Context: an optimization exercise on an open-source flow, tuned for small area. The choices shown serve that exercise and are no tape-out recipe.
Only simulation tests tie the RTL to the original design; equivalence was not proved.
The flow treats the clock pin as an ideal source, which a real chip does not have.
Power and IR drop assume default switching activity.

`flow/flow/run.sh`:
```
#!/bin/bash
# Own layout flow:
#  1. the standard synthesis (standard.sh synth);
#  2. the logic between its registers re-mapped by Yosys/ABC for area, every
#     register kept as the standard synthesis made it (same cells, same names);
#     the logic is rebuilt from the standard netlist's cells and re-mapped
#     eight ways (ABC deepsyn with four seeds, with and without dc2); the
#     smallest result is kept (resyn_choice.log).
#  3. the standard layout of that netlist, with port buffers of the
#     smallest buffer, one tie cell for all constant outputs, and the clock
#     net split into four groups of flip-flops by position, each driven by
#     one clock buffer (flow/clktree.tcl, run before CTS, which then has no
#     clock net left to buffer).
# Each tool's output goes to a log file in this folder.
set -euo pipefail
W=$PWD
R=$W/orfs/results/$FLOW_PLATFORM/VGA/base
LIB=$FLOW_HOME/platforms/$FLOW_PLATFORM/lib/sky130_fd_sc_hd__tt_025C_1v80.lib

bash standard.sh synth > std_synth.log 2>&1

python3 flow/mkcells.py $LIB $W/cells_comb.v $W/abc_dont_use.txt > mkcells.log 2>&1
cp $R/1_2_yosys.v $W/std_netlist.v
# Eight ABC runs (four random seeds, each with and without dc2 before
# mapping), four at a time; the smallest netlist is kept.
resyn() {
  local S=$1 PRE=$2 I=$1$2
  cat > $W/resyn_$I.ys <<Y
read_liberty -lib $LIB
read_verilog -overwrite $W/cells_comb.v
read_verilog $W/std_netlist.v
hierarchy -top $FLOW_TOP
flatten
techmap
opt -purge
abc -liberty $LIB $(cat $W/abc_dont_use.txt) -script "+strash;&get,-n;&deepsyn,-T,30,-S,$S;&put;$PRE;dch,-f;amap;topo"
rename -hide w:*.*
opt_clean -purge
hilomap -singleton -hicell sky130_fd_sc_hd__conb_1 HI -locell sky130_fd_sc_hd__conb_1 LO
splitnets
opt_clean -purge
tee -o $W/resyn_$I.area stat -liberty $LIB
write_verilog -noattr -noexpr -nohex -nodec $W/resyn_$I.v
Y
  yosys -l $W/resyn_$I.log -q $W/resyn_$I.ys > /dev/null 2>&1
}
for PRE in strash dc2; do
  for S in 0 1 2 3; do resyn $S $PRE & done
  wait
done
BEST=$(for f in $W/resyn_*.area; do echo "$(grep 'Chip area' $f | awk '{print $NF}') $(basename $f .area)"; done | sort -g | head -1 | awk '{print $2}')
for f in $W/resyn_*.area; do echo "$(basename $f .area): $(grep 'Chip area' $f | awk '{print $NF}')"; done > resyn_choice.log
echo "kept: $BEST" >> resyn_choice.log
cp $W/$BEST.v $R/1_2_yosys.v
touch $R/1_2_yosys.v

export PRE_CTS_TCL=$W/flow/clktree.tcl CLK_GROUPS=3 CLK_BUF=sky130_fd_sc_hd__clkbuf_8
export SKIP_REPAIR_TIE_FANOUT=1
export BUFFER_PORTS_ARGS="-buffer_cell sky130_fd_sc_hd__buf_1"
bash standard.sh > std_layout.log 2>&1
```
`flow/flow/clktree.tcl`:
```
# Clock distribution: the flip-flops are split into NCLK groups by position
# (k-means), each group driven by one clock buffer placed at its centre; the
# buffers' inputs hang directly on the clock port's net.
proc clk_groups {} {
  set k $::env(CLK_GROUPS)
  set cell $::env(CLK_BUF)
  set net [get_nets clk]
  set pins {}
  foreach p [get_pins -of_objects $net] {
    if {[get_property $p direction] eq "input"} { lappend pins $p }
  }
  set pts {}
  foreach p $pins {
    set inst [[sta::sta_to_db_pin $p] getInst]
    set bb [$inst getBBox]
    lappend pts [list [expr {([$bb xMin]+[$bb xMax])/2.0}] [expr {([$bb yMin]+[$bb yMax])/2.0}]]
  }
  set n [llength $pts]
  # init centres: spread along sorted x+y
  set order [lsort -real -indices [lmap q $pts {expr {[lindex $q 0]+[lindex $q 1]}}]]
  set cs {}
  for {set i 0} {$i < $k} {incr i} { lappend cs [lindex $pts [lindex $order [expr {int(($i+0.5)*$n/$k)}]]] }
  for {set it 0} {$it < 50} {incr it} {
    set asg {}
    foreach q $pts {
      set best 0; set bd 1e30
      for {set i 0} {$i < $k} {incr i} {
        set c [lindex $cs $i]
        set d [expr {abs([lindex $q 0]-[lindex $c 0]) + abs([lindex $q 1]-[lindex $c 1])}]
        if {$d < $bd} { set bd $d; set best $i }
      }
      lappend asg $best
    }
    set ncs {}
    for {set i 0} {$i < $k} {incr i} {
      set sx 0; set sy 0; set m 0
      foreach q $pts a $asg { if {$a == $i} { set sx [expr {$sx+[lindex $q 0]}]; set sy [expr {$sy+[lindex $q 1]}]; incr m } }
      if {$m > 0} { lappend ncs [list [expr {$sx/$m}] [expr {$sy/$m}]] } else { lappend ncs [lindex $cs $i] }
    }
    set cs $ncs
  }
  set dbu [[ord::get_db_block] getDbUnitsPerMicron]
  for {set i 0} {$i < $k} {incr i} {
    set g {}
    foreach p $pins a $asg { if {$a == $i} { lappend g $p } }
    if {[llength $g] == 0} continue
    set c [lindex $cs $i]
    insert_buffer -buffer_cell $cell -net clk -load_pins $g -location [list [expr {[lindex $c 0]/$dbu}] [expr {[lindex $c 1]/$dbu}]] -buffer_name clkbuf_g$i -net_name clknet_g$i
    puts "clock group $i: [llength $g] flip-flops"
  }
}
clk_groups
```
`flow/flow/mkcells.py`:
```
# Writes, from the platform's liberty file:
#   argv[2]: Verilog models of its combinational cells (so Yosys can re-map the
#            logic between the registers of the standard synthesis), and
#   argv[3]: ABC -dont_use arguments that leave only the size-1 logic cells.
import re, sys
lib = open(sys.argv[1]).read()
models, dont = [], []
for m in re.finditer(r'\n    cell \("(sky130_fd_sc_hd__(\w+))"\) \{(.*?)\n    \}', lib, re.S):
    name, short, body = m.group(1), m.group(2), m.group(3)
    seq = 'ff (' in body or 'latch (' in body or 'statetable' in body
    keep = (not seq and re.search(r'_(0|1)$', short) and not short.startswith((
        'lpflow', 'probe', 'clk', 'dly', 'ebuf', 'einv', 'buf', 'fill', 'tap', 'decap',
        'diode', 'conb', 'macro', 'sdf', 'sdl', 'df', 'dl', 'edf', 'sedf', 'bufinv'))
        and 'dont_use : true' not in body)
    if not keep:
        dont.append(name)
    if seq:
        continue
    pins = re.findall(r'pin \("(\w+)"\) \{(.*?)\n        \}', body, re.S)
    ins = [p for p, b in pins if 'direction : "input"' in b]
    outs = [(p, re.search(r'function : "(.*?)"', b)) for p, b in pins if 'direction : "output"' in b]
    if not outs or any(f is None for _, f in outs):
        continue
    decl = ', '.join(['input ' + i for i in ins] + ['output ' + o for o, _ in outs])
    assigns = ''.join(f"  assign {o} = {f.group(1).replace('!', '~')};\n" for o, f in outs)
    models.append(f"module {name}({decl});\n{assigns}endmodule")
open(sys.argv[2], 'w').write('\n'.join(models) + '\n')
open(sys.argv[3], 'w').write(' '.join('-dont_use ' + n for n in dont) + '\n')
print(len(models), 'models,', len(dont), 'cells not used')
```
`flow/standard.sh`:
```
#!/bin/bash
# synth_recipe.tcl (not shown) runs the flow's synth.tcl, then flattens the netlist and writes it again
# the make line also repeats each setting of config.mk as NAME=value (left out here)
make -C /OpenROAD-flow-scripts/flow DESIGN_CONFIG=/design/flow/config.mk WORK_HOME=/design/flow/orfs CLKGATE_MAP_FILE= SYNTH_SCRIPT=/design/flow/synth_recipe.tcl "${@:-finish}"
```
`flow/config.mk`:
```
export PLATFORM = sky130hd
export DESIGN_NAME = VGA
export DESIGN_NICKNAME = VGA
export VERILOG_FILES = /design/flow/design.v
export SDC_FILE = /design/flow/constraint.sdc
export NUM_CORES = 4
export LEC_CHECK = 0
export CAP_MARGIN = 20
export CORE_MARGIN = 2
export CORE_UTILIZATION = 40
export SLEW_MARGIN = 20
```
`flow/constraint.sdc`:
```
create_clock -name core_clock -period 10.0 [get_ports {clk}]
set_input_delay 2.0000 -clock core_clock [delete_from_list [all_inputs] [get_ports {clk}]]
set_output_delay 2.0000 -clock core_clock [all_outputs]
set_load 0.01 [all_outputs]
```
`flow/design.v`:
```
module VGA
#(
	parameter HS_Tpw640_480 = 16'd95,
	parameter HS_Ts640_480 = 16'd799,
	parameter VS_Tpw640_480 = 16'd1,
	parameter VS_Ts640_480 = 16'd524,
	parameter HS_Tbp640_480 = 16'd48,
	parameter HS_Tfp640_480 = 16'd17,
	parameter VS_Tbp640_480 = 16'd33,
	parameter VS_Tfp640_480 = 16'd11,
	parameter HS_Tpw800_600 = 16'd119,
	parameter HS_Ts800_600 = 16'd1039,
	parameter VS_Tpw800_600 = 16'd5,
	parameter VS_Ts800_600 = 16'd665,
	parameter HS_Tbp800_600 = 16'd64,
	parameter HS_Tfp800_600 = 16'd57,
	parameter VS_Tbp800_600 = 16'd23,
	parameter VS_Tfp800_600 = 16'd38
)
(
	input clk,
	input rst_n,
	input sw,
	output [5:0] VGA_B,
	output [5:0] VGA_G,
	output [5:0] VGA_R,
	output VGA_HS,
	output VGA_VS
);
reg [7:0] as;
reg [4:0] amx;   
wire [4:0] am = amx ^ 5'd24;
reg [4:0] avs;   
reg [4:0] avmx;  
wire [4:0] avm = avmx ^ 5'd24;
wire first = avm[4] && avm[3];
wire a_f    = as[7] ^ (~as[4] & (as[5] | as[6]));
wire a_end  = (as & 8'd59) == 8'd0;      
wire a_s71  = (as & 8'd231) == 8'd65;    
wire a_s135 = (as & 8'd251) == 8'd137;   
wire a_first = (as & 8'd85) == 8'd0 || (as & 8'd170) == 8'd0;   
wire a_ev   = a_s71 && am[4] && !am[1] && !am[0];   
wire a_hson = a_s135 && am[4] && am[1] && !am[0];  
wire av_wrap = avm[4] && avm[0] && avs[2] && avs[0];   
wire [15:0] av_g = 16'h8FBF;
wire av_f = avs[4] ^ av_g[avs[3:0]] ^ av_wrap;
wire avs_end = avs[4] && !avs[3] && avs[2] && avs[0];   
always @(posedge clk, negedge rst_n)
	if (!rst_n) begin
		as <= 8'd133;   
		amx <= 5'd0;    
		avs <= 5'd24;   
		avmx <= 5'd0;   
	end
	else begin
		as <= {as[6:0], a_f};
		if (a_end)
			amx <= ((am[4] && am[1] && am[0]) ? 5'd0 : am + 5'd1) ^ 5'd24;   
		else if (a_ev)
			amx <= (am | 5'd8) ^ 5'd24;    
		else if (a_hson)
			amx <= (am & 5'd23) ^ 5'd24;   
		if (a_ev) begin
			avs <= {avs[3:0], av_f};
			if (av_wrap)
				avmx <= 5'd24;
			else if (avs_end)
				avmx <= (avm + 5'd1) ^ 5'd24;
			else if (first)
				avmx <= 5'd16 ^ 5'd24;
		end
	end
wire ahw = !am[4] ^ (am[3:0] == 4'd0 && a_first);
wire a_on = ahw && !avm[4];
wire [3:0] a_r = am[4] ? 4'd0 : am[3:0];
wire ahsync = !(am[4] && am[3]);
wire [3:0] a_g = a_on ? avm[3:0] : 4'd0;
wire a_vs = !first && !(avm[4] && !avm[0] && avs[3:0] == 4'b0000);   
reg [6:0] bs;
reg [4:0] bmx;   
reg [5:0] bvsx;  
reg [4:0] bvmx;  
wire [4:0] bm = bmx ^ 5'd25;
wire [5:0] bvs = bvsx ^ 6'd36;
wire [4:0] bvm = bvmx ^ 5'd16;
wire b_short = bm[4] & bm[2];                       
wire b_s79  = (bs & 7'd79) == 7'd79;     
wire b_jump = b_short & b_s79;
wire b_f    = bs[6] ^ (~bs[0] | (bs[3] & ~bs[5])) ^ b_jump;
wire b_end  = (bs & 7'd119) == 7'd7;     
wire b_s15  = (bs & 7'd127) == 7'd85;    
wire b_s55  = (bs & 7'd111) == 7'd102;   
wire b_first = (bs & 7'd31) == 7'd31;    
wire b_ev   = b_s15 && bm[4] && !bm[1] && bm[0];   
wire b_hson = b_s55 && bm[4] && bm[1] && bm[0];    
wire bvs_end = bvs[5] && bvs[2] && (bvs[0] == bvm[0]);   
wire bv_wrap = bvm[4] && bvm[0] && bvs[4] && bvs[3] && bvs[2];   
always @(posedge clk, negedge rst_n)
	if (!rst_n) begin
		bs <= 7'd21;    
		bmx <= 5'd0;    
		bvsx <= 6'd0;   
		bvmx <= 5'd0;   
	end
	else begin
		bs <= {bs[5:0], b_f};
		if (b_jump)
			bmx <= 5'd25;
		else if (b_end)
			bmx <= (bm + 5'd1) ^ 5'd25;
		else if (b_ev)
			bmx <= (bm | 5'd8) ^ 5'd25;    
		else if (b_hson)
			bmx <= (bm & 5'd23) ^ 5'd25;   
		if (b_ev) begin
			if (bv_wrap) begin
				bvsx <= 6'd36;
				bvmx <= 5'd16;
			end
			else if (bvs_end) begin
				bvsx <= 6'd36;
				bvmx <= (bvm + 5'd1) ^ 5'd16;
			end
			else
				bvsx <= (bvs + 6'd1) ^ 6'd36;
		end
	end
wire bhw = !bm[4] ^ (bm[3:0] == 4'd0 && b_first);
wire b_on = bhw && !bvm[4];
wire [3:0] b_r = bm[4] ? 4'd0 : bm[3:0];
wire bhsync = !(bm[4] && bm[3]);
wire [3:0] b_g = b_on ? bvm[3:0] : 4'd0;
wire b_vs = !first && !(bvm[4] && bvm[0] && !bvs[4] && !bvs[3] && !(bvs[2] && bvs[1]));   
assign VGA_R = {2'b00, sw ? b_r : a_r};
assign VGA_G = {2'b00, sw ? b_g : a_g};
assign VGA_B = {3'b000, sw ? b_on : a_on, 2'b00};
assign VGA_HS = sw ? bhsync : ahsync;
assign VGA_VS = sw ? b_vs : a_vs;
endmodule
```
==> key figures, run 1 <==
Global routing
  • Total gr overflow: 0
  • Vias in the first global route: 1504
  • Tot GR Track Use: 15.2%
  • Largest net degree at the start of global routing: 47
  • First-pass GRT wire length: between 6000 and 7000 µm
  • Antenna violations before repair: 0

Setup path
  • CP max stage delay: approximately 0.49 ns
  • Crit path DAT: ~3 ns
  • Most common cell on crit path: buf_1
  • Crit path max fanout: 5
  • Worst setup SP type: primary input
  • Crit path capture type: primary output
  • Setup CP Type: primary input to primary output
  • CP required: about 8.0 ns
  • Slowest-stage cell, CP: o21ai_0
  • Worst path cell trace: buf_1 > inv_1 > nor2_1 > o21ai_0 > o22ai_1 > buf_1

Power
  • Sequential power share: 69.1%
  • Int Power: between 0.0002 and 0.00025 W
  • Clock Power Share: around 28%
  • P_sw: approximately 0.000054 W
  • Switch share: approximately a fifth
  • Pwr Density: 121 nW/µm²
  • Logic pwr share: around 3%
  • Pleak: about 0.9 nW
  • Worst IR Drop VDD: 0.0000759 V

STA
  • Worst slew pin tran: 0.818 ns
  • FMAX: 197 MHz
  • Fin crit share: between 50% and 60%
  • Final Skew: around 0.027 ns
  • Fin. Hold Viols: 0
  • Final Worst Setup Slack: a little under 5 ns
  • Rel. slew slack: 45.0%
  • RSZ-0062 raised after global routing: no
  • Crit path time final: just over 5 ns
  • Total negative slack: 0 ns
  • Final setup viols: 0
  • Max-slew violations: 0

Clock network
  • Clk latency of the worst-skew pair: about 0.17 ns
  • Post-cts hold buffer count: 0
  • CTS resizes: 0
  • Clock transition at path regs: roughly 0.080 ns
  • Setup repair bufs after CTS: 0

Final layout
  • Fill cell count: ~480
  • Area of the multi-input gates: 736 µm²
  • ANT cells: 0
  • Layout Nets: between 200 and 250
  • FF+latch area: approximately 1200 µm²
  • Area Overhead vs Synth: 8.97%
  • Share of cells above drive strength 1: roughly 5.5%
  • Non-filler cells, final: 304
  • Post-route design area: approximately 2200 µm²
  • Final core utilization: around 46%

Synthesis
  • Synthesized area per cell: ~9 µm²
  • Yosys warning total: 1
  • Syn Nets: ~220
  • Cell count after synthesis: 220
  • Synth Cell Area: approximately 2000 µm²

Die
  • Rows: 25
  • Die ar.: 5680 µm²
  • Initial Util: a little over two fifths
  • Core area: 4820 µm²
  • Die X: approximately 75 µm
  • I/O pin count: 23
  • Die height: around 75 µm

Placed design
  • HPWL Detailed: a little under 3000 µm
  • Placement-stage cell area: approximately 2200 µm²
  • PortBufs: 13
  • Pre-CTS setup slack: 4.96 ns
  • Routability congestion estimate: 0.712
  • Placed cells: 301

Detailed routing
  • DRC viols: 0
  • Wire length per cell: 13.3 µm
  • First-pass DRT Iterations: 4
  • DRT antenna net count: 0
  • Initial drt markers: 85
  • Vias/cell: approximately 5.2
  • Via Count: between 1500 and 2000
  • Post-Route WL: slightly above 4000 µm

Status
  • Outcome: complete, no violations

Flow run
  • Max Cap Viol: 0

Worst hold path
  • Hold Crit Class: register to register
[cell type report, without the clock buffers]
| class | instances | area share [%] |
|---|---|---|
| Inverter | 37 | 6.26 |
| Sequential cell | 46 | 52.3 |
| Tap cell | 67 | 3.78 |
| Multi-Input combinational cell | 137 | 33.2 |
| Timing Repair Buffer | 14 | 2.59 |
[cell usage in the layout, fill, tap and decap left out, types with 2 or more instances in the layout]
cell	instances
clkbuf_8	3
a21oi_1	9
or3_1	2
dfrtp_1	38
a211oi_1	6
or4_1	2
o32a_1	2
nand4_1	3
dfstp_2	8
nor3_1	13
nand2_1	16
o22ai_1	13
inv_1	37
nor3b_1	2
nor4_1	5
o21ai_0	14
nor2_1	28
buf_1	12
o21a_1	5
nand3_1	7
[flip-flops by register name, summed over array words and instances, names as in the netlist]
signal,count
amx,5
as,8
avmx,5
avs,5
bmx,5
bs,7
bvmx,5
bvsx,6
[worst max-delay path: cells and delay by family]
family          cells  cell delay, ns
compound gates      2            0.64
buf+inv             3            0.37
simple gates        1            0.06
[power groups by stage]
| stage | Combinational [W] | Clock, W | Sequential, W |
|---|---|---|---|
| 2_1_floorplan | 0.00000309 | 0 | 0.000190 |
| 3_3_place_gp | 0.00000836 | 0 | 0.000190 |
| 3_5_place_dp | 0.00000839 | 0 | 0.000190 |
| 4_1_cts | 0.00000843 | 0.0000552 | 0.000190 |
| 5_1_grt | 0.00000959 | 0.0000835 | 0.000186 |
| 6_report | 0.00000803 | 0.0000750 | 0.000186 |
[stage by stage]
stage                     total power [W]  hold WS, ns
after floorplan                  0.000193        0.366
after global placement           0.000198        0.380
after detailed placement         0.000198        0.392
after CTS                        0.000253        0.392
after global routing             0.000279        0.415
final                            0.000269        0.407
[final timing paths]
check,from,endpoint,slack (ns),depth (start not counted)
setup reg to reg,as[5],avmx[4],7.21,9
hold reg to reg,bs[3],bs[4],0.41,0
hold / removal,bs[3],bs[4],0.41,0
setup / recovery,sw,VGA_G[3],4.93,6
max in group asynchronous,rst_n,bs[0],7.69,2
min in group asynchronous,rst_n,amx[2],1.91,2
[routing by layer]
metal,global-route usage (%),share of wire (%),vias up
li1,-,-,803
met1,23.7,50,749
met2,24.1,44,32
met3,1.32,4.4,6
met4,1.56,1.4,0
met5,0,0,-
==> run 2, diff against run 1 <==
--- a/flow/config.mk
+++ b/flow/config.mk
@@ -9,3 +9,4 @@
 export CORE_MARGIN = 2
 export CORE_UTILIZATION = 40
+export PLACE_DENSITY = 0.9
 export SLEW_MARGIN = 20
==> run 2 against run 1 <==
Effect of this change: still clean; global-route usage rose by 0.35 points; sequential power is essentially flat; worst hold slack improved by 0.0068 ns; first-iteration DRC count up 20%; sequential share of layout area grew 0.12 points; fmax shrank 1.3%; critical path depth unchanged; final cell count fell by 0.33%; clock skew decreased by 0.0025 ns; synthesized cell count unchanged; critical path type unchanged; critical endpoint is now VGA_G[0]; highest routed layer unchanged.
==> key figures, run 2 <==
Status
  • Outcome: complete, no violations

Global routing
  • Met2 usage: 26.0% (+1.9 points)
  • Antenna violations before repair: 0 (unchanged)
  • Largest net degree at the start of global routing: 47 (unchanged)
  • Total gr overflow: 0 (unchanged)
  • Tot GR Track Use: 15.5% (+0.35 points)
  • Met1 Use GR: 23.0% (-0.72 points)
  • First-pass GRT wire length: 7160 µm (+2.9%)
  • Vias in the first global route: 1598 (+6.3%)
  • Gr busiest metal: met2
  • Grt met3 use: 1.32% (unchanged)

Setup path
  • CP required: 8.00 ns (about the same)
  • Slowest-stage cell, CP: o21ai_0
  • R2R Path End: avmx[3]
  • Worst setup SP type: primary input
  • Worst path cell trace: buf_1 > inv_1 > nor2_1 > o21ai_0 > o22ai_1 > buf_1
  • R2R Setup Slk: 7.20 ns (about the same)
  • Crit path capture type: primary output
  • Setup CP Type: primary input to primary output
  • Crit path DAT: 3.13 ns (+0.06 ns)
  • Crit path max fanout: 5 (unchanged)
  • Worst R2R Start: as[5]
  • Most common cell on crit path: buf_1
  • CP max stage delay: 0.53 ns (+0.04 ns)
  • Cell count of the worst reg-to-reg path: 10 (+1)

Placed design
  • Pre-CTS setup slack: 4.91 ns (-0.0522 ns)
  • Placement-stage cell area: 2170 µm² (-0.34%)
  • Routability congestion estimate: 0.877 (+23%)
  • PortBufs: 13 (unchanged)
  • HPWL Detailed: 3090 µm (+4.4%)

Final layout
  • Leading registers by flop count: as: 8 flops, bs: 7 flops, bvsx: 6 flops
  • Post-route design area: 2210 µm² (-0.23%)
  • Fill cell count: 472 (-1.5%)
  • Final core utilization: 45.9% (-0.10 points)
  • Area Overhead vs Synth: 8.73%
  • Reg with most FFs: as
  • Commonest non-fill, non-tap cells in the layout: dfrtp_1 (38), inv_1 (37), nor2_1 (28), nand2_1 (16), o21ai_0 (14)
  • Area of the multi-input gates: 736 µm² (unchanged)
  • Layout Nets: 241 (-0.41%)
  • ANT cells: 0 (unchanged)
  • Max FFs per register: 8 (unchanged)
  • Commonest non-fill, non-tap cell in the layout: dfrtp_1
  • Share of cells above drive strength 1: 5.08% (-0.40 points)
  • FF+latch area: 1160 µm² (unchanged)

STA
  • Rel. slew slack: 45.2% (+0.16 points)
  • FMAX: 195 MHz (-1.3%)
  • Final setup viols: 0 (unchanged)
  • Total negative slack: 0 ns (unchanged)
  • RSZ-0062 raised after global routing: no
  • Final Skew: 0.0245 ns (-0.00252 ns)
  • Crit path time final: 5.13 ns (+0.0671 ns)
  • Fin crit share: 51.3% (+0.67 points)
  • Fin. Hold Viols: 0 (unchanged)
  • Final Worst Setup Slack: 4.87 ns (-0.0671 ns)
  • Worst slew pin tran: 0.816 ns (-0.00234 ns)
  • Max-slew violations: 0 (unchanged)

Synthesis
  • Syn Nets: 223 (unchanged)
  • Synth Cell Area: 2040 µm² (unchanged)
  • Yosys warning total: 1 (unchanged)
  • Synthesized area per cell: 9.25 µm² (unchanged)
  • Cell count after synthesis: 220 (unchanged)

Detailed routing
  • Initial drt markers: 102 (+20%)
  • DRC viols: 0 (unchanged)
  • First-pass DRT Iterations: 4 (unchanged)
  • Wire length per cell: 13.4 µm (+1.3%)
  • Post-Route WL: 4070 µm (+0.94%)
  • Via Count: 1633 (+2.7%)
  • Vias/cell: 5.39 (+3.0%)
  • DRT antenna net count: 0 (unchanged)

Power
  • Worst IR Drop VDD: 0.0000835 V (+9.9%)
  • Int Power: 0.000215 W (about the same)
  • Sequential power share: 69.7% (+0.6 points)
  • Logic pwr share: 2.9% (about the same)
  • Pwr Density: 121 nW/µm² (-0.60%)
  • Clock Power Share: 27.4% (-0.5 points)
  • Total Power: 0.000267 W (-0.82%)
  • P_sw: 0.0000519 W (-3.7%)
  • Pleak: 0.905 nW (-0.46%)
  • Switch share: 19.4% (-0.59 points)

Die
  • Die height: 75.3 µm (unchanged)
  • I/O pin count: 23 (unchanged)
  • Core area: 4820 µm² (unchanged)
  • Rows: 25 (unchanged)
  • Die ar.: 5680 µm² (unchanged)
  • Initial Util: 42.3% (unchanged)
  • Die X: 75.3 µm (unchanged)

Clock network
  • Setup repair bufs after CTS: 0 (unchanged)
  • Post-cts hold buffer count: 0 (unchanged)
  • CTS resizes: 0 (unchanged)
  • Clk latency of the worst-skew pair: 0.17 ns (about the same)
  • Clock transition at path regs: 0.09 ns (about the same)

Worst hold path
  • HP Start: bs[3]
  • Worst Hold End: bs[4]
  • Hold Crit Class: register to register
  • Hold path cells: 0 (unchanged)

Flow run
  • Max Cap Viol: 0 (unchanged)
-- run 2: power by group through the flow --
| stage | Clock [W] | Sequential [W] | Combinational [W] |
|---|---|---|---|
| global placement | 0 | 0.000190 | 0.00000789 |
| global route | 0.0000814 | 0.000186 | 0.00000941 |
| CTS | 0.0000552 | 0.000190 | 0.00000795 |
| detailed placement | 0 | 0.000190 | 0.00000795 |
| finish | 0.0000730 | 0.000186 | 0.00000779 |
| floorplan | 0 | 0.000190 | 0.00000309 |
-- run 2: layout make-up, without the clock buffers --
class	count	share of cell area, %
multi-input cells	137	33.2
flip-flops and latches	46	52.5
repair buffers	13	2.37
well taps	67	3.79
inverters	37	6.27
-- run 2: routing by layer --
layer	up-vias	share of wire [%]
li1	802	-
met1	787	47
met2	40	46
met3	4	5.9
met4	0	1.1
met5	-	0
-- run 2: worst max-delay path, delay by kind of cell --
kind | cells | cell delay (ns)
AOI/OAI and AO/OA | 2 | 0.69
buffers and inverters | 3 | 0.38
and+or+nand+nor | 1 | 0.07
-- run 2: how the worst max path moves through the flow --
| stage | startpoint | to | slack, ns | cells past startpoint |
|---|---|---|---|---|
| 2_1_floorplan | sw | VGA_G[1] | 5.33 | 5 |
| 3_3_place_gp | sw | VGA_G[1] | 5.05 | 7 |
| 3_5_place_dp | sw | VGA_G[0] | 4.91 | 6 |
| 4_1_cts | sw | VGA_G[0] | 4.90 | 6 |
| 5_1_grt | sw | VGA_G[0] | 4.76 | 6 |
| 6_report | sw | VGA_G[0] | 4.87 | 6 |
-- run 2: per-stage QoR --
| stage | hold WS, ns | std cells |
|---|---|---|
| finish | 0.414 | 303 |
| global route | 0.423 | 303 |
| CTS | 0.397 | 303 |
| detailed placement | 0.389 | 300 |
| global placement | 0.392 | 300 |
| floorplan | 0.366 | 220 |
==> run 3, diff against run 2 <==
--- a/flow/flow/run.sh
+++ b/flow/flow/run.sh
@@ -55,5 +55,5 @@
 touch $R/1_2_yosys.v
 
-export PRE_CTS_TCL=$W/flow/clktree.tcl CLK_GROUPS=3 CLK_BUF=sky130_fd_sc_hd__clkbuf_8
+export PRE_CTS_TCL=$W/flow/clktree.tcl CLK_GROUPS=4 CLK_BUF=sky130_fd_sc_hd__clkbuf_8
 export SKIP_REPAIR_TIE_FANOUT=1
 export BUFFER_PORTS_ARGS="-buffer_cell sky130_fd_sc_hd__buf_1"
--- a/flow/config.mk
+++ b/flow/config.mk
@@ -9,4 +9,3 @@
 export CORE_MARGIN = 2
 export CORE_UTILIZATION = 40
-export PLACE_DENSITY = 0.9
 export SLEW_MARGIN = 20
==> run 3 against run 2 <==
Effect of this change: synthesized cell count is the same; worst hold slack lost 0.0085 ns; highest routed layer unchanged; flip-flop and latch count is the same; final cell count up 0.66%; die area is the same; fmax increased by 1.8%; critical path depth unchanged; register-to-register slack improved by 0.03 ns; clock skew shrank 0.013 ns; first-iteration DRC count decreased by 12%; still clean; combinational power rose by 3.6%.
==> key figures, run 3 <==
Setup path
  • Crit path DAT: 3.04 ns (-0.09 ns)
  • Worst R2R Start: as[5]
  • Setup CP Type: primary input to primary output
  • R2R Path End: avmx[4]
  • CP required: 8.00 ns (about the same)
  • Crit path max fanout: 5 (unchanged)
  • Crit path capture type: primary output
  • Cell count of the worst reg-to-reg path: 9 (-1)
  • R2R Setup Slk: 7.23 ns (+0.03 ns)
  • Worst setup SP type: primary input

Power
  • Pleak: 0.917 nW (+1.3%)
  • Logic pwr share: 2.9% (about the same)
  • Clock Power Share: 29.9% (+2.5 points)
  • Sequential power share: 67.2% (-2.5 points)
  • Worst IR Drop VDD: 0.0000607 V (-27%)
  • Switch share: 19.1% (-0.36 points)
  • Int Power: 0.000224 W (+4.2%)
  • Pwr Density: 124 nW/µm² (+2.8%)
  • Total Power: 0.000277 W (+3.7%)
  • P_sw: 0.0000528 W (+1.8%)

Die
  • Rows: 25 (unchanged)
  • Die height: 75.3 µm (unchanged)
  • Die X: 75.3 µm (unchanged)
  • Die ar.: 5680 µm² (unchanged)
  • Core area: 4820 µm² (unchanged)
  • Initial Util: 42.3% (unchanged)
  • I/O pin count: 23 (unchanged)

Clock network
  • Setup repair bufs after CTS: 0 (unchanged)
  • Post-cts hold buffer count: 0 (unchanged)
  • CTS resizes: 0 (unchanged)
  • Clock transition at path regs: 0.08 ns (about the same)
  • Clk latency of the worst-skew pair: 0.14 ns (-0.03 ns)

Final layout
  • Fill cell count: 475 (+0.64%)
  • Layout Nets: 243 (+0.83%)
  • Area of the multi-input gates: 736 µm² (unchanged)
  • FF+latch area: 1160 µm² (unchanged)
  • Share of cells above drive strength 1: 5.88% (+0.80 points)
  • Reg with most FFs: as
  • Area Overhead vs Synth: 9.65%
  • Commonest non-fill, non-tap cell in the layout: dfrtp_1
  • Final core utilization: 46.3% (+0.39 points)
  • ANT cells: 0 (unchanged)
  • Commonest non-fill, non-tap cells in the layout: dfrtp_1 (38), inv_1 (37), nor2_1 (28), nand2_1 (16), o21ai_0 (14)
  • Leading registers by flop count: as: 8 flops, bs: 7 flops, bvsx: 6 flops
  • Max FFs per register: 8 (unchanged)

Synthesis
  • Cell count after synthesis: 220 (unchanged)
  • Yosys warning total: 1 (unchanged)
  • Synth Cell Area: 2040 µm² (unchanged)
  • Syn Nets: 223 (unchanged)
  • Synthesized area per cell: 9.25 µm² (unchanged)

Worst hold path
  • HP Start: as[1]
  • Hold path cells: 0 (unchanged)
  • Hold Crit Class: register to register
  • Worst Hold End: as[2]

Global routing
  • First-pass GRT wire length: 6940 µm (-3.1%)
  • Vias in the first global route: 1479 (-7.4%)
  • Total gr overflow: 0 (unchanged)
  • Tot GR Track Use: 15.2% (-0.29 points)
  • Largest net degree at the start of global routing: 47 (unchanged)
  • Antenna violations before repair: 0 (unchanged)

STA
  • Fin. Hold Viols: 0 (unchanged)
  • Fin crit share: 50.4% (-0.92 points)
  • RSZ-0062 raised after global routing: no
  • Crit path time final: 5.04 ns (-0.0917 ns)
  • Final Skew: 0.0115 ns (-0.0131 ns)
  • Worst slew pin tran: 0.828 ns (+0.0115 ns)
  • Total negative slack: 0 ns (unchanged)
  • FMAX: 198 MHz (+1.8%)
  • Max-slew violations: 0 (unchanged)
  • Rel. slew slack: 44.4% (-0.77 points)
  • Final setup viols: 0 (unchanged)

Placed design
  • HPWL Detailed: 2960 µm (-4.2%)
  • Routability congestion estimate: 0.712 (-19%)
  • PortBufs: 13 (unchanged)

Detailed routing
  • Via Count: 1588 (-2.8%)
  • Post-Route WL: 4020 µm (-1.2%)
  • DRC viols: 0 (unchanged)
  • DRT antenna net count: 0 (unchanged)
  • Vias/cell: 5.21 (-3.4%)
  • First-pass DRT Iterations: 4 (unchanged)
  • Initial drt markers: 90 (-12%)
  • Wire length per cell: 13.2 µm (-1.8%)

Flow run
  • Max Cap Viol: 0 (unchanged)

Status
  • Outcome: complete, no violations
-- run 3: per-stage QoR --
stage | instances | worst slack, ns | hold WS [ns] | instance area (µm²)
after floorplan | 220 | 5.33 | 0.366 | 2040
after global placement | 301 | 5.04 | 0.380 | 2180
after detailed placement | 301 | 4.96 | 0.392 | 2180
after CTS | 305 | 4.94 | 0.392 | 2230
after global routing | 305 | 4.78 | 0.415 | 2230
final | 305 | 4.96 | 0.406 | 2230
-- run 3: worst max-delay path, cell delays in order --
cell     delay (ns)
buf_1          0.11
inv_1          0.10
nor2_1         0.06
o21ai_0        0.47
o22ai_1        0.15
buf_1          0.16
-- run 3: worst max path at each step --
| stage | start | end | slack, ns | cells after the start |
|---|---|---|---|---|
| after floorplan | sw | VGA_G[1] | 5.33 | 5 |
| after global placement | sw | VGA_G[0] | 5.04 | 6 |
| after detailed placement | sw | VGA_G[2] | 4.96 | 6 |
| after CTS | sw | VGA_G[2] | 4.94 | 6 |
| after global routing | sw | VGA_G[2] | 4.78 | 6 |
| final | sw | VGA_G[0] | 4.96 | 6 |
-- run 3: layout make-up, without the clock buffers --
class	count	area share, %
repair buffers	14	2.58
well taps	67	3.76
flip-flops and latches	46	52.0
multi-input cells	137	33.0
inverters	37	6.22
-- run 3: per-layer routing --
layer	global-route usage [%]	vias to the layer above	routed length (µm)
met5	0	-	0
met4	2.14	0	80
met3	1.32	5	176
met2	23.8	26	1760
met1	23.9	753	2010
li1	-	804	-
-- run 3: power by group through the flow --
stage	combinational, W	sequential [W]	clock (W)
global route	0.00000960	0.000186	0.0000920
finish	0.00000807	0.000186	0.0000827
CTS	0.00000843	0.000190	0.0000638
global placement	0.00000836	0.000190	0
detailed placement	0.00000839	0.000190	0
floorplan	0.00000309	0.000190	0
==> run 4, diff against run 3 <==
--- a/flow/flow/run.sh
+++ b/flow/flow/run.sh
@@ -9,5 +9,5 @@
 #  3. the standard layout of that netlist, with port buffers of the
 #     smallest buffer, one tie cell for all constant outputs, and the clock
-#     net split into four groups of flip-flops by position, each driven by
+#     net split into three groups of flip-flops by position, each driven by
 #     one clock buffer (flow/clktree.tcl, run before CTS, which then has no
 #     clock net left to buffer).
@@ -55,5 +55,5 @@
 touch $R/1_2_yosys.v
 
-export PRE_CTS_TCL=$W/flow/clktree.tcl CLK_GROUPS=4 CLK_BUF=sky130_fd_sc_hd__clkbuf_8
+export PRE_CTS_TCL=$W/flow/clktree.tcl CLK_GROUPS=3 CLK_BUF=sky130_fd_sc_hd__clkbuf_8
 export SKIP_REPAIR_TIE_FANOUT=1
 export BUFFER_PORTS_ARGS="-buffer_cell sky130_fd_sc_hd__buf_1"
--- a/flow/config.mk
+++ b/flow/config.mk
@@ -9,3 +9,4 @@
 export CORE_MARGIN = 2
 export CORE_UTILIZATION = 40
+export PLACE_DENSITY = 0.9
 export SLEW_MARGIN = 20
==> run 4 against run 3 <==
Effect of this change: worst setup slack got worse by 0.092 ns; synthesized cell count did not move; first-iteration DRC count rose by 13%; sequential share of layout area rose by 0.44 points; total power fell by 3.6%; utilization fell by 0.39 points; cell area fell by 0.84%; wire length rose by 1.2%; critical path type unchanged; largest cell class unchanged; largest power group unchanged; highest routed layer unchanged.
==> key figures, run 4 <==
Placed design
  • Routability congestion estimate: 0.877 (+23%)
  • HPWL Detailed: 3090 µm (+4.4%)
  • PortBufs: 13 (unchanged)
  • Placed cells: 300 (-0.33%)

Detailed routing
  • Post-Route WL: 4070 µm (+1.2%)
  • Wire length per cell: 13.4 µm (+1.9%)
  • First-pass DRT Iterations: 4 (unchanged)
  • DRC viols: 0 (unchanged)
  • Initial drt markers: 102 (+13%)
  • DRT antenna net count: 0 (unchanged)
  • Via Count: 1633 (+2.8%)
  • Vias/cell: 5.39 (+3.5%)

Final layout
  • Share of cells above drive strength 1: 5.08% (-0.80 points)
  • Commonest non-fill, non-tap cells in the layout: dfrtp_1 (38), inv_1 (37), nor2_1 (28), nand2_1 (16), o21ai_0 (14)
  • Commonest non-fill, non-tap cell in the layout: dfrtp_1
  • Max FFs per register: 8 (unchanged)
  • Leading registers by flop count: as: 8 flops, bs: 7 flops, bvsx: 6 flops
  • Area Overhead vs Synth: 8.73%
  • Fill cell count: 472 (-0.63%)
  • Reg with most FFs: as
  • Layout Nets: 241 (-0.82%)
  • Non-filler cells, final: 303 (-0.66%)
  • ANT cells: 0 (unchanged)
  • Final core utilization: 45.9% (-0.39 points)

STA
  • Crit path time final: 5.13 ns (+0.0917 ns)
  • Fin crit share: 51.3% (+0.92 points)
  • Final Skew: 0.0245 ns (+0.0131 ns)
  • Fin. Hold Viols: 0 (unchanged)
  • Final setup viols: 0 (unchanged)
  • Rel. slew slack: 45.2% (+0.77 points)
  • Max-slew violations: 0 (unchanged)
  • Hold WS: 0.414 ns (+0.00849 ns)
  • FMAX: 195 MHz (-1.8%)
  • RSZ-0062 raised after global routing: no
  • Total negative slack: 0 ns (unchanged)
  • Worst slew pin tran: 0.816 ns (-0.0115 ns)

Setup path
  • Setup CP Type: primary input to primary output
  • Crit path capture type: primary output
  • Worst setup SP type: primary input
  • Crit path DAT: 3.13 ns (+0.09 ns)
  • CP required: 8.00 ns (about the same)
  • Crit path max fanout: 5 (unchanged)

Power
  • Worst IR Drop VDD: 0.0000835 V (+37%)
  • Pwr Density: 121 nW/µm² (-2.8%)
  • Pleak: 0.905 nW (-1.2%)

Synthesis
  • Synth Cell Area: 2040 µm² (unchanged)
  • Synthesized area per cell: 9.25 µm² (unchanged)
  • Syn Nets: 223 (unchanged)
  • Yosys warning total: 1 (unchanged)
  • Cell count after synthesis: 220 (unchanged)

Global routing
  • Largest net degree at the start of global routing: 47 (unchanged)
  • First-pass GRT wire length: 7160 µm (+3.2%)
  • Total gr overflow: 0 (unchanged)
  • Vias in the first global route: 1598 (+8.0%)
  • Tot GR Track Use: 15.5% (+0.29 points)
  • Antenna violations before repair: 0 (unchanged)

Die
  • Core area: 4820 µm² (unchanged)
  • Rows: 25 (unchanged)
  • Initial Util: 42.3% (unchanged)
  • Die ar.: 5680 µm² (unchanged)
  • Die X: 75.3 µm (unchanged)
  • Die height: 75.3 µm (unchanged)
  • I/O pin count: 23 (unchanged)

Clock network
  • CTS resizes: 0 (unchanged)
  • Post-cts hold buffer count: 0 (unchanged)
  • Clock transition at path regs: 0.09 ns (about the same)
  • Clk latency of the worst-skew pair: 0.17 ns (+0.03 ns)
  • Setup repair bufs after CTS: 0 (unchanged)

Flow run
  • Max Cap Viol: 0 (unchanged)

Worst hold path
  • Hold Crit Class: register to register

Status
  • Outcome: complete, no violations
## run 4: where the power goes
part	internal [W]	leakage [nW]	switching, W
Sequential	0.000186	0.575	0
Clock	0.0000278	0.0216	0.0000453
Combinational	0.00000119	0.309	0.00000660
Total	0.000215	0.905	0.0000519
## run 4: final timing paths
check / to / slack [ns] / cells after the start / startpoint
worst max-delay path: VGA_G[0] / 4.87 / 6 / sw
worst min-delay path: bs[4] / 0.41 / 0 / bs[3]
worst min register to register: bs[4] / 0.41 / 0 / bs[3]
max in group asynchronous: bvmx[4] / 7.79 / 1 / rst_n
worst max register to register: avmx[3] / 7.20 / 10 / as[5]
min in group asynchronous: amx[4] / 1.82 / 1 / rst_n
## run 4: cell type report, without the clock buffers
cell class	count	area, µm²	area share (%)
repair buffers	13	52.6	2.37
multi-input cells	137	736	33.2
inverters	37	139	6.27
flip-flops and latches	46	1160	52.5
well taps	67	83.8	3.79
## run 4: through the flow
stage	total power, W	worst slack (ns)	cell area [µm²]
3_3_place_gp	0.000197	5.05	2170
4_1_cts	0.000253	4.90	2210
3_5_place_dp	0.000198	4.91	2170
6_report	0.000267	4.87	2210
2_1_floorplan	0.000193	5.33	2040
5_1_grt	0.000277	4.76	2210
## run 4: worst max-delay path, stage by stage
cell and delay (ns):
buf_1 0.11, inv_1 0.10, nor2_1 0.07, o21ai_0 0.53, o22ai_1 0.16, buf_1 0.17
## run 4: per-layer routing
| layer | vias up | part of all wire (%) | track usage [%] |
|---|---|---|---|
| met5 | - | 0 | 0 |
| met4 | 0 | 1.1 | 1.75 |
| met3 | 4 | 5.9 | 1.32 |
| met2 | 40 | 46 | 26.0 |
| met1 | 787 | 47 | 23.0 |
| li1 | 802 | - | - |
==> run 5, diff against run 4 <==
--- a/flow/design.v
+++ b/flow/design.v
@@ -35,9 +35,9 @@
 wire [4:0] avm = avmx ^ 5'd24;
 wire first = avm[4] && avm[3];
-wire a_f    = as[7] ^ (~as[4] & (as[5] | as[6]));
-wire a_end  = (as & 8'd59) == 8'd0;      
-wire a_s71  = (as & 8'd231) == 8'd65;    
-wire a_s135 = (as & 8'd251) == 8'd137;   
-wire a_first = (as & 8'd85) == 8'd0 || (as & 8'd170) == 8'd0;   
+wire a_f    = as[7] ^ (as[5] | (as[2] & ~as[6]));
+wire a_end  = (as & 8'd63) == 8'd32;     
+wire a_s71  = (as & 8'd143) == 8'd6;     
+wire a_s135 = (as & 8'd111) == 8'd38;    
+wire a_first = (as & 8'd62) == 8'd0 || (as & 8'd124) == 8'd0;   
 wire a_ev   = a_s71 && am[4] && !am[1] && !am[0];   
 wire a_hson = a_s135 && am[4] && am[1] && !am[0];  
@@ -48,5 +48,5 @@
 always @(posedge clk, negedge rst_n)
 	if (!rst_n) begin
-		as <= 8'd133;   
+		as <= 8'd180;   
 		amx <= 5'd0;    
 		avs <= 5'd24;   
==> run 5 against run 4 <==
Effect of this change: still clean; total power down 1.0%; critical path depth up 1; clock skew up 0.0029 ns; combinational power down 17%; highest routed layer unchanged.
==> key figures, run 5 <==
Final layout
  • Max FFs per register: 8 (unchanged)
  • Reg with most FFs: as
  • Area Overhead vs Synth: 8.66% (about the same)
  • FF+latch area: 1160 µm² (+0.11%)
  • Commonest non-fill, non-tap cells in the layout: inv_1 (37), dfrtp_1 (37), nand2_1 (27), nor2_1 (24), o21ai_0 (16)
  • Leading registers by flop count: as: 8 flops, bs: 7 flops, bvsx: 6 flops
  • Non-filler cells, final: 305 (+0.66%)
  • Layout Nets: 243 (+0.83%)
  • Fill cell count: 462 (-2.1%)
  • Final core utilization: 45.9% (about the same)
  • Area of the multi-input gates: 721 µm² (-2.0%)
  • Share of cells above drive strength 1: 5.46% (+0.38 points)
  • ANT cells: 0 (unchanged)

Clock network
  • CTS resizes: 0 (unchanged)
  • Post-cts hold buffer count: 0 (unchanged)
  • Setup repair bufs after CTS: 0 (unchanged)
  • Clk latency of the worst-skew pair: 0.16 ns (about the same)
  • Clock transition at path regs: 0.07 ns (-0.02 ns)

STA
  • Final Skew: 0.0275 ns (+0.00293 ns)
  • Crit path time final: 5.11 ns (-0.0274 ns)
  • Worst slew pin tran: 0.957 ns (+0.141 ns)
  • Final Worst Setup Slack: 4.89 ns (+0.0274 ns)
  • Final setup viols: 0 (unchanged)
  • Total negative slack: 0 ns (unchanged)
  • Rel. slew slack: 36.2% (-9.0 points)
  • FMAX: 196 MHz (+0.54%)
  • Fin crit share: 51.1% (-0.27 points)
  • RSZ-0062 raised after global routing: no
  • Max-slew violations: 0 (unchanged)
  • Fin. Hold Viols: 0 (unchanged)

Detailed routing
  • Initial drt markers: 119 (+17%)
  • DRC viols: 0 (unchanged)
  • Post-Route WL: 3930 µm (-3.3%)
  • DRT antenna net count: 0 (unchanged)
  • Vias/cell: 5.19 (-3.8%)
  • Via Count: 1582 (-3.1%)
  • First-pass DRT Iterations: 4 (unchanged)
  • Wire length per cell: 12.9 µm (-4.0%)

Placed design
  • Routability congestion estimate: 0.806 (-8.1%)
  • Placed cells: 302 (+0.67%)
  • PortBufs: 13 (unchanged)
  • Pre-CTS setup slack: 4.92 ns (+0.0170 ns)
  • HPWL Detailed: 3040 µm (-1.8%)

Global routing
  • Total gr overflow: 0 (unchanged)
  • Antenna violations before repair: 0 (unchanged)
  • Largest net degree at the start of global routing: 47 (unchanged)
  • Vias in the first global route: 1522 (-4.8%)
  • Tot GR Track Use: 14.8% (-0.70 points)
  • First-pass GRT wire length: 6680 µm (-6.7%)

Power
  • Worst IR Drop VDD: 0.0000802 V (-3.9%)
  • Pleak: 0.886 nW (-2.1%)
  • Total Power: 0.000264 W (-1.0%)
  • Pwr Density: 120 nW/µm² (-0.30%)

Die
  • Rows: 25 (unchanged)
  • Die ar.: 5640 µm² (-0.65%)
  • Initial Util: 42.2% (about the same)
  • Die height: 75.1 µm (-0.33%)
  • Die X: 75.1 µm (-0.33%)
  • I/O pin count: 23 (unchanged)
  • Core area: 4790 µm² (-0.65%)

Setup path
  • Slowest-stage cell, CP: o22ai_1
  • Crit path DAT: 3.11 ns (-0.02 ns)
  • Worst path cell trace: buf_1 > inv_1 > nand2_1 > a21oi_1 > o21ai_0 > o22ai_1 > buf_1
  • Most common cell on crit path: buf_1
  • Buf+Inv Stages, Crit Path: 3 (unchanged)
  • CP required: 8.00 ns (about the same)
  • Worst setup SP type: primary input
  • Delay-heaviest family, CP: compound AO/OA/AOI/OAI gates
  • Crit path max fanout: 5 (unchanged)
  • Setup CP Type: primary input to primary output
  • Crit path capture type: primary output
  • CP max stage delay: 0.27 ns (-0.26 ns)

Status
  • Outcome: complete, no violations

Synthesis
  • Syn Nets: 225 (+0.90%)
  • Synthesized area per cell: 9.11 µm² (-1.6%)
  • Synth Cell Area: 2020 µm² (-0.68%)
  • Yosys warning total: 1 (unchanged)
  • Cell count after synthesis: 222 (+0.91%)

Flow run
  • Max Cap Viol: 0 (unchanged)

Worst hold path
  • Hold Crit Class: register to register
-- run 5: cell count changes in the layout (fill, tap and decap cells not counted), sizes merged, moves of 4 or more --
cell   delta
nor3      -5
nor2      -4
nand2    +11
o21a      -4
-- run 5: final timing paths --
kind	to	depth (start not counted)	from	slack (ns)
max in group asynchronous	as[6]	1	rst_n	7.40
worst min-delay path	as[5]	0	as[4]	0.37
worst max register to register	bvmx[4]	13	bmx[4]	6.85
worst min register to register	as[5]	0	as[4]	0.37
worst max-delay path	VGA_G[1]	7	sw	4.89
min in group asynchronous	bmx[2]	1	rst_n	1.98
-- run 5: power by group --
part	total, W	switching (W)	internal [W]
sequential	0.000186	0	0.000186
combinational	0.00000647	0.00000580	0.000000675
clock	0.0000715	0.0000438	0.0000277
-- run 5: area by class of cell, without the clock buffers --
cell class / count / share of cell area (%)
sequential: 46 / 52.9
tap: 67 / 3.82
multi-input combinational: 139 / 32.8
timing repair buffer: 13 / 2.28
inverter: 37 / 6.32
-- run 5: stage by stage --
step                      hold WS, ns  instance area, µm²
after floorplan                 0.351                2020
after CTS                       0.359                2200
after detailed placement        0.360                2160
after global routing            0.373                2200
after global placement          0.355                2160
final                           0.367                2200
-- run 5: per-layer routing --
layer	vias to the layer above	track usage (%)	wire length, µm
met5	-	0	0
met4	0	1.19	21
met3	2	1.07	138
met2	31	26.9	2000
met1	749	20.3	1770
li1	800	-	-
==> run 6, diff against run 5 <==
--- a/flow/design.v
+++ b/flow/design.v
@@ -31,5 +31,6 @@
 reg [4:0] amx;   
 wire [4:0] am = amx ^ 5'd24;
-reg [4:0] avs;   
+reg [4:0] avdx;  
+wire [4:0] avd = avdx ^ 5'd20;
 reg [4:0] avmx;  
 wire [4:0] avm = avmx ^ 5'd24;
@@ -42,13 +43,11 @@
 wire a_ev   = a_s71 && am[4] && !am[1] && !am[0];   
 wire a_hson = a_s135 && am[4] && am[1] && !am[0];  
-wire av_wrap = avm[4] && avm[0] && avs[2] && avs[0];   
-wire [15:0] av_g = 16'h8FBF;
-wire av_f = avs[4] ^ av_g[avs[3:0]] ^ av_wrap;
-wire avs_end = avs[4] && !avs[3] && avs[2] && avs[0];   
+wire avs_end = avd == 5'd0;
+wire av_wrap = avm[4] && avm[0];   
 always @(posedge clk, negedge rst_n)
 	if (!rst_n) begin
 		as <= 8'd180;   
 		amx <= 5'd0;    
-		avs <= 5'd24;   
+		avdx <= 5'd0;   
 		avmx <= 5'd0;   
 	end
@@ -62,11 +61,13 @@
 			amx <= (am & 5'd23) ^ 5'd24;   
 		if (a_ev) begin
-			avs <= {avs[3:0], av_f};
-			if (av_wrap)
-				avmx <= 5'd24;
-			else if (avs_end)
-				avmx <= (avm + 5'd1) ^ 5'd24;
-			else if (first)
-				avmx <= 5'd16 ^ 5'd24;
+			if (avs_end) begin
+				avdx <= ((avm[4] && !avm[0]) ? 5'd14 : 5'd29) ^ 5'd20;
+				avmx <= (av_wrap ? 5'd0 : avm + 5'd1) ^ 5'd24;
+			end
+			else begin
+				avdx <= (avd - 5'd1) ^ 5'd20;
+				if (first)
+					avmx <= 5'd16 ^ 5'd24;
+			end
 		end
 	end
@@ -76,11 +77,10 @@
 wire ahsync = !(am[4] && am[3]);
 wire [3:0] a_g = a_on ? avm[3:0] : 4'd0;
-wire a_vs = !first && !(avm[4] && !avm[0] && avs[3:0] == 4'b0000);   
+wire a_vs = !first && !(avm[4] && !avm[0] && avd[4:1] == 4'b1001);   
 reg [6:0] bs;
 reg [4:0] bmx;   
-reg [5:0] bvsx;  
+reg [5:0] bvd;   
 reg [4:0] bvmx;  
 wire [4:0] bm = bmx ^ 5'd25;
-wire [5:0] bvs = bvsx ^ 6'd36;
 wire [4:0] bvm = bvmx ^ 5'd16;
 wire b_short = bm[4] & bm[2];                       
@@ -94,11 +94,11 @@
 wire b_ev   = b_s15 && bm[4] && !bm[1] && bm[0];   
 wire b_hson = b_s55 && bm[4] && bm[1] && bm[0];    
-wire bvs_end = bvs[5] && bvs[2] && (bvs[0] == bvm[0]);   
-wire bv_wrap = bvm[4] && bvm[0] && bvs[4] && bvs[3] && bvs[2];   
+wire bvs_end = bvd == 6'd0;
+wire bv_wrap = bvm[4] && bvm[0];   
 always @(posedge clk, negedge rst_n)
 	if (!rst_n) begin
 		bs <= 7'd21;    
 		bmx <= 5'd0;    
-		bvsx <= 6'd0;   
+		bvd <= 6'd0;    
 		bvmx <= 5'd0;   
 	end
@@ -114,14 +114,10 @@
 			bmx <= (bm & 5'd23) ^ 5'd25;   
 		if (b_ev) begin
-			if (bv_wrap) begin
-				bvsx <= 6'd36;
-				bvmx <= 5'd16;
-			end
-			else if (bvs_end) begin
-				bvsx <= 6'd36;
-				bvmx <= (bvm + 5'd1) ^ 5'd16;
+			if (bvs_end) begin
+				bvd <= (bvm[4] && !bvm[0]) ? 6'd28 : bvm[0] ? 6'd36 : 6'd37;
+				bvmx <= (bv_wrap ? 5'd0 : bvm + 5'd1) ^ 5'd16;
 			end
 			else
-				bvsx <= (bvs + 6'd1) ^ 6'd36;
+				bvd <= bvd - 6'd1;
 		end
 	end
@@ -131,5 +127,5 @@
 wire bhsync = !(bm[4] && bm[3]);
 wire [3:0] b_g = b_on ? bvm[3:0] : 4'd0;
-wire b_vs = !first && !(bvm[4] && bvm[0] && !bvs[4] && !bvs[3] && !(bvs[2] && bvs[1]));   
+wire b_vs = !first && !(bvm[4] && bvm[0] && bvd[4] && (bvd[3] || (bvd[2] && bvd[1] && bvd[0])));   
 assign VGA_R = {2'b00, sw ? b_r : a_r};
 assign VGA_G = {2'b00, sw ? b_g : a_g};
==> run 6 against run 5 <==
Effect of this change: sequential power about the same; via count is 0.13% lower; first-iteration DRC count is 39% lower; synthesized cell count down 1.4%; clock skew shrank 0.015 ns; still clean on timing, DRC and antenna; largest power group unchanged.
==> key figures, run 6 <==
Final layout
  • Share of cells above drive strength 1: 4.68% (-0.78 points)
  • Max FFs per register: 8 (unchanged)
  • Non-filler cells, final: 302 (-0.98%)
  • Layout Nets: 240 (-1.2%)
  • ANT cells: 0 (unchanged)
  • Reg with most FFs: as
  • Leading registers by flop count: as: 8 flops, bs: 7 flops, bvd: 6 flops
  • Area Overhead vs Synth: 8.91%
  • Commonest non-fill, non-tap cell in the layout: dfrtp_1
  • Commonest non-fill, non-tap cells in the layout: dfrtp_1 (39), nor2_1 (35), inv_1 (32), nand2_1 (24), o21ai_0 (15)

Setup path
  • Crit path capture type: primary output
  • Crit path max fanout: 5 (unchanged)
  • Crit path DAT: 3.14 ns (+0.03 ns)
  • Slowest-stage cell, CP: o21ai_0
  • Buf+Inv Stages, Crit Path: 4 (+1)
  • Worst path cell trace: buf_1 > inv_1 > nor2_1 > o21ai_0 > inv_1 > nand2_1 > o21ai_0 > buf_1
  • CP max stage delay: 0.38 ns (+0.11 ns)
  • Worst setup SP type: primary input
  • CP required: 8.00 ns (about the same)
  • Setup CP Type: primary input to primary output
  • Delay-heaviest family, CP: buffers and inverters

Synthesis
  • Yosys warning total: 1 (unchanged)
  • Synthesized area per cell: 9.10 µm² (about the same)
  • Synth Cell Area: 1990 µm² (-1.4%)
  • Syn Nets: 222 (-1.3%)
  • Cell count after synthesis: 219 (-1.4%)

STA
  • Total negative slack: 0 ns (unchanged)
  • Rel. slew slack: 46.1% (+9.9 points)
  • Fin crit share: 51.4% (+0.36 points)
  • RSZ-0062 raised after global routing: no
  • Fin. Hold Viols: 0 (unchanged)
  • Worst slew pin tran: 0.802 ns (-0.155 ns)
  • FMAX: 194 MHz (-0.71%)
  • Max-slew violations: 0 (unchanged)
  • Final Worst Setup Slack: 4.86 ns (-0.0364 ns)
  • Crit path time final: 5.14 ns (+0.0364 ns)
  • Final Skew: 0.0123 ns (-0.0151 ns)
  • Final setup viols: 0 (unchanged)
  • Hold WS: 0.370 ns (+0.00246 ns)

Power
  • Worst IR Drop VDD: 0.0000510 V (-36%)
  • Int Power: 0.000215 W (about the same)
  • Pwr Density: 122 nW/µm² (+1.7%)
  • Switch share: 19.1% (+0.33 points)
  • P_sw: 0.0000507 W (+2.2%)
  • Sequential power share: 70.1% (-0.4 points)
  • Pleak: 0.965 nW (+8.9%)
  • Logic pwr share: 2.5% (about the same)
  • Clock Power Share: 27.3% (+0.2 points)

Die
  • Initial Util: 41.9% (-0.33 points)
  • Rows: 25 (unchanged)
  • I/O pin count: 23 (unchanged)
  • Die height: 74.6 µm (-0.67%)
  • Core area: 4750 µm² (-0.65%)
  • Die X: 74.6 µm (-0.67%)
  • Die ar.: 5560 µm² (-1.3%)

Worst hold path
  • Hold Crit Class: register to register

Detailed routing
  • Wire length per cell: 12.7 µm (-1.3%)
  • Via Count: 1580 (-0.13%)
  • DRT antenna net count: 0 (unchanged)
  • Post-Route WL: 3840 µm (-2.3%)
  • Initial drt markers: 72 (-39%)
  • DRC viols: 0 (unchanged)
  • Vias/cell: 5.23 (+0.87%)
  • First-pass DRT Iterations: 5 (+1)

Clock network
  • Clock transition at path regs: 0.09 ns (+0.02 ns)
  • Clk latency of the worst-skew pair: 0.16 ns (about the same)
  • Post-cts hold buffer count: 0 (unchanged)
  • CTS resizes: 0 (unchanged)
  • Setup repair bufs after CTS: 0 (unchanged)

Global routing
  • Largest net degree at the start of global routing: 47 (unchanged)
  • First-pass GRT wire length: 6850 µm (+2.6%)
  • Vias in the first global route: 1624 (+6.7%)
  • Antenna violations before repair: 0 (unchanged)
  • Tot GR Track Use: 14.9% (+0.068 points)
  • Total gr overflow: 0 (unchanged)

Status
  • Outcome: complete, no violations

Placed design
  • HPWL Detailed: 2870 µm (-5.4%)
  • Routability congestion estimate: 0.847 (+5.1%)
  • Placed cells: 299 (-0.99%)
  • Pre-CTS setup slack: 4.85 ns (-0.0713 ns)
  • PortBufs: 13 (unchanged)

Flow run
  • Max Cap Viol: 0 (unchanged)
[run 6: through the flow]
stage / power, W / utilization, % / area (µm²)
finish: 0.000265 / 45.7 / 2170
detailed placement: 0.000196 / 44.7 / 2130
floorplan: 0.000192 / - / 1990
CTS: 0.000252 / 45.6 / 2170
global route: 0.000275 / 45.7 / 2170
global placement: 0.000196 / 44.7 / 2130
[run 6: layout make-up, without the clock buffers]
type	instances	area (µm²)
fillers	455	2580
inverters	32	120
multi-input cells	141	713
flip-flops and latches	46	1160
well taps	67	83.8
repair buffers	13	52.6
[run 6: metal layers]
metal / up-vias / track usage, % / part of all wire, % / wire length (µm)
li1: 778 / - / - / -
met1: 777 / 19.8 / 44 / 1680
met2: 21 / 27.0 / 51 / 1950
met3: 4 / 1.63 / 4.5 / 173
met4: 0 / 1.79 / 0.99 / 38
met5: - / 0 / 0 / 0
[run 6: final timing paths]
check                           start       end  slack, ns  cells after the start
min in group asynchronous       rst_n     as[3]       1.83                      1
worst min register to register  as[4]     as[5]       0.37                      0
worst max register to register  bs[0]   bvmx[4]       6.87                     12
max in group asynchronous       rst_n     bs[4]       7.78                      1
worst min-delay path            as[4]     as[5]       0.37                      0
worst max-delay path               sw  VGA_G[0]       4.86                      8
[run 6: worst register-to-register path, cell delays in order (launching register included)]
cell and delay (ns):
dfstp_2 0.57, nand3b_1 0.10, nor4_1 0.46, nand2_1 0.16, or2_0 0.30, nor3_1 0.29
nand2_1 0.11, nor2_1 0.23, nand2_1 0.18, nor2_1 0.25, a21oi_1 0.14, nor2_1 0.14
o22ai_1 0.09
[run 6: power groups by stage]
stage / logic (W) / clock network, W / registers (W)
5_1_grt: 0.00000795 / 0.0000806 / 0.000186
3_3_place_gp: 0.00000673 / 0 / 0.000190
2_1_floorplan: 0.00000239 / 0 / 0.000190
3_5_place_dp: 0.00000687 / 0 / 0.000190
4_1_cts: 0.00000686 / 0.0000551 / 0.000190
6_report: 0.00000674 / 0.0000725 / 0.000186
==> run 7, diff against run 6 <==
--- a/flow/flow/run.sh
+++ b/flow/flow/run.sh
@@ -5,5 +5,5 @@
 #     register kept as the standard synthesis made it (same cells, same names);
 #     the logic is rebuilt from the standard netlist's cells and re-mapped
-#     eight ways (ABC deepsyn with four seeds, with and without dc2); the
+#     sixteen ways (ABC deepsyn with eight seeds, with and without dc2); the
 #     smallest result is kept (resyn_choice.log).
 #  3. the standard layout of that netlist, with port buffers of the
@@ -22,5 +22,5 @@
 python3 flow/mkcells.py $LIB $W/cells_comb.v $W/abc_dont_use.txt > mkcells.log 2>&1
 cp $R/1_2_yosys.v $W/std_netlist.v
-# Eight ABC runs (four random seeds, each with and without dc2 before
+# Sixteen ABC runs (eight random seeds, each with and without dc2 before
 # mapping), four at a time; the smallest netlist is kept.
 resyn() {
@@ -46,6 +46,8 @@
 }
 for PRE in strash dc2; do
-  for S in 0 1 2 3; do resyn $S $PRE & done
-  wait
+  for B in 0 4; do
+    for S in $B $((B+1)) $((B+2)) $((B+3)); do resyn $S $PRE & done
+    wait
+  done
 done
 BEST=$(for f in $W/resyn_*.area; do echo "$(grep 'Chip area' $f | awk '{print $NF}') $(basename $f .area)"; done | sort -g | head -1 | awk '{print $2}')
==> run 7 against run 6 <==
Effect of this change: sequential share of layout area grew 0.22 points; global-route usage shrank 1.6 points; utilization shrank 0.18 points; worst setup slack lost 0.048 ns; combinational power shrank 2%; final cell count shrank 0.99%; total power is essentially flat; still clean; fmax shrank 0.93%.
==> key figures, run 7 <==
Die
  • Core area: 4750 µm² (unchanged)
  • I/O pin count: 23 (unchanged)
  • Die X: 74.4 µm (-0.21%)
  • Initial Util: 41.7% (-0.18 points)
  • Rows: 25 (unchanged)
  • Die ar.: 5540 µm² (-0.42%)
  • Die height: 74.4 µm (-0.21%)

Global routing
  • First-pass GRT wire length: 6020 µm (-12%)
  • Largest net degree at the start of global routing: 47 (unchanged)
  • Total gr overflow: 0 (unchanged)
  • Tot GR Track Use: 13.2% (-1.6 points)
  • Antenna violations before repair: 0 (unchanged)
  • Vias in the first global route: 1403 (-14%)

Detailed routing
  • DRC viols: 0 (unchanged)
  • First-pass DRT Iterations: 4 (-1)
  • Post-Route WL: 3700 µm (-3.8%)
  • Vias/cell: 5.18 (-0.91%)
  • Wire length per cell: 12.4 µm (-2.8%)
  • DRT antenna net count: 0 (unchanged)
  • Via Count: 1550 (-1.9%)
  • Initial drt markers: 115 (+60%)

Setup path
  • Delay-heaviest family, CP: compound AO/OA/AOI/OAI gates
  • CP required: 8.00 ns (about the same)
  • Slowest-stage cell, CP: buf_1
  • Crit path max fanout: 6 (+1)
  • Crit path capture type: primary output
  • Worst path cell trace: buf_1 > nand2_1 > a21oi_1 > o21ai_0 > o22ai_1 > buf_1
  • CP max stage delay: 0.26 ns (-0.12 ns)
  • Worst setup SP type: primary input
  • Buf+Inv Stages, Crit Path: 2 (-2)
  • Most common cell on crit path: buf_1
  • Crit path DAT: 3.19 ns (+0.05 ns)
  • Setup CP Type: primary input to primary output

Final layout
  • Area of the multi-input gates: 701 µm² (-1.8%)
  • Commonest non-fill, non-tap cells in the layout: dfrtp_1 (39), inv_1 (33), nor2_1 (31), nand2_1 (21), o21ai_0 (15)
  • Area Overhead vs Synth: 8.95% (about the same)
  • Reg with most FFs: as
  • Max FFs per register: 8 (unchanged)
  • Leading registers by flop count: as: 8 flops, bs: 7 flops, bvd: 6 flops
  • Layout Nets: 237 (-1.3%)
  • ANT cells: 0 (unchanged)
  • Share of cells above drive strength 1: 4.74% (+0.061 points)
  • Commonest non-fill, non-tap cell in the layout: dfrtp_1
  • FF+latch area: 1160 µm² (unchanged)
  • Post-route design area: 2160 µm² (-0.40%)
  • Fill cell count: 466 (+2.4%)

Synthesis
  • Synthesized area per cell: 9.19 µm² (+0.94%)
  • Yosys warning total: 1 (unchanged)
  • Syn Nets: 219 (-1.4%)
  • Cell count after synthesis: 216 (-1.4%)
  • Synth Cell Area: 1980 µm² (-0.44%)

STA
  • Max-slew violations: 0 (unchanged)
  • Final Skew: 0.0176 ns (+0.00523 ns)
  • Worst slew pin tran: 0.726 ns (-0.0759 ns)
  • FMAX: 193 MHz (-0.93%)
  • RSZ-0062 raised after global routing: no
  • Rel. slew slack: 51.2% (+5.1 points)
  • Final setup viols: 0 (unchanged)
  • Crit path time final: 5.19 ns (+0.0482 ns)
  • Total negative slack: 0 ns (unchanged)
  • Fin crit share: 51.9% (+0.48 points)
  • Fin. Hold Viols: 0 (unchanged)

Clock network
  • Setup repair bufs after CTS: 0 (unchanged)
  • Clock transition at path regs: 0.10 ns (about the same)
  • Clk latency of the worst-skew pair: 0.16 ns (about the same)
  • Post-cts hold buffer count: 0 (unchanged)
  • CTS resizes: 0 (unchanged)

Flow run
  • Max Cap Viol: 0 (unchanged)

Placed design
  • PortBufs: 13 (unchanged)
  • Placement-stage cell area: 2120 µm² (-0.41%)
  • Routability congestion estimate: 0.875 (+3.3%)
  • HPWL Detailed: 2800 µm (-2.5%)

Power
  • Switch share: 19.1% (-0.037 points)
  • Int Power: 0.000215 W (about the same)
  • Sequential power share: 70.2% (about the same)
  • Pwr Density: 123 nW/µm² (+0.35%)
  • Pleak: 0.924 nW (-4.2%)
  • Clock Power Share: 27.4% (about the same)
  • Logic pwr share: 2.5% (about the same)
  • P_sw: 0.0000506 W (-0.24%)
  • Worst IR Drop VDD: 0.0000861 V (+69%)

Worst hold path
  • Hold Crit Class: register to register

Status
  • Outcome: complete, no violations
## run 7: layer usage
layer / vias to the layer above / wire length, µm / GRT usage (%) / part of all wire (%)
met1: 763 / 1730 / 17.9 / 47
li1: 764 / - / - / -
met5: - / 0 / 0 / 0
met4: 0 / 18 / 1.19 / 0.49
met3: 3 / 110 / 1.08 / 3.0
met2: 20 / 1840 / 24.2 / 50
## run 7: worst reg2reg max path, stage by stage (launching register included)
cell and delay [ns]:
dfstp_2 0.57, nand3_1 0.09, nor4_1 0.46, nand2_1 0.16, or2_0 0.29, nor3_1 0.31, nand2_1 0.13, nor2_1 0.23
nand2_1 0.15, a21oi_1 0.24, o21ai_0 0.21, nor2_1 0.17, o22ai_1 0.10
## run 7: path summary, 6_finish.rpt
kind,start,end,slack [ns],depth (start not counted)
max,sw,VGA_G[2],4.81,6
min,as[4],as[5],0.38,0
max reg2reg,bs[0],bvmx[4],6.78,12
min reg2reg,as[4],as[5],0.38,0
max in group asynchronous,rst_n,bs[4],7.78,1
min in group asynchronous,rst_n,as[3],1.82,1
## run 7: stage by stage
stage	hold WS (ns)	worst slack [ns]	util [%]	total power, W	std cells
after floorplan	0.351	5.34	-	0.000192	216
after global placement	0.358	4.89	44.6	0.000196	296
after detailed placement	0.363	4.84	44.6	0.000196	296
after CTS	0.363	4.81	45.4	0.000251	299
after global routing	0.386	4.66	45.5	0.000274	299
final	0.375	4.81	45.5	0.000265	299
## run 7: layout make-up, without the clock buffers
class                           instances  area share [%]
Tap cell                               67            3.88
Sequential cell                        46            53.6
Inverter                               33            5.73
Timing Repair Buffer                   13            2.43
Multi-Input combinational cell        137            32.4
## run 7: power by group through the flow
stage	combinational, W	clock (W)	sequential, W
after global placement	0.00000652	0	0.000190
after CTS	0.00000669	0.0000551	0.000190
final	0.00000661	0.0000725	0.000186
after detailed placement	0.00000665	0	0.000190
after global routing	0.00000774	0.0000802	0.000186
after floorplan	0.00000226	0	0.000190

Re-timed with assumed drivers on the ports (clkbuf_16 on the clock, buf_2 on other inputs), run 7 has 4.777 ns of setup slack against 4.808 ns with ideal ports, and 4.777 ns once port delays also move by the mid clock arrival of 0.196 ns.
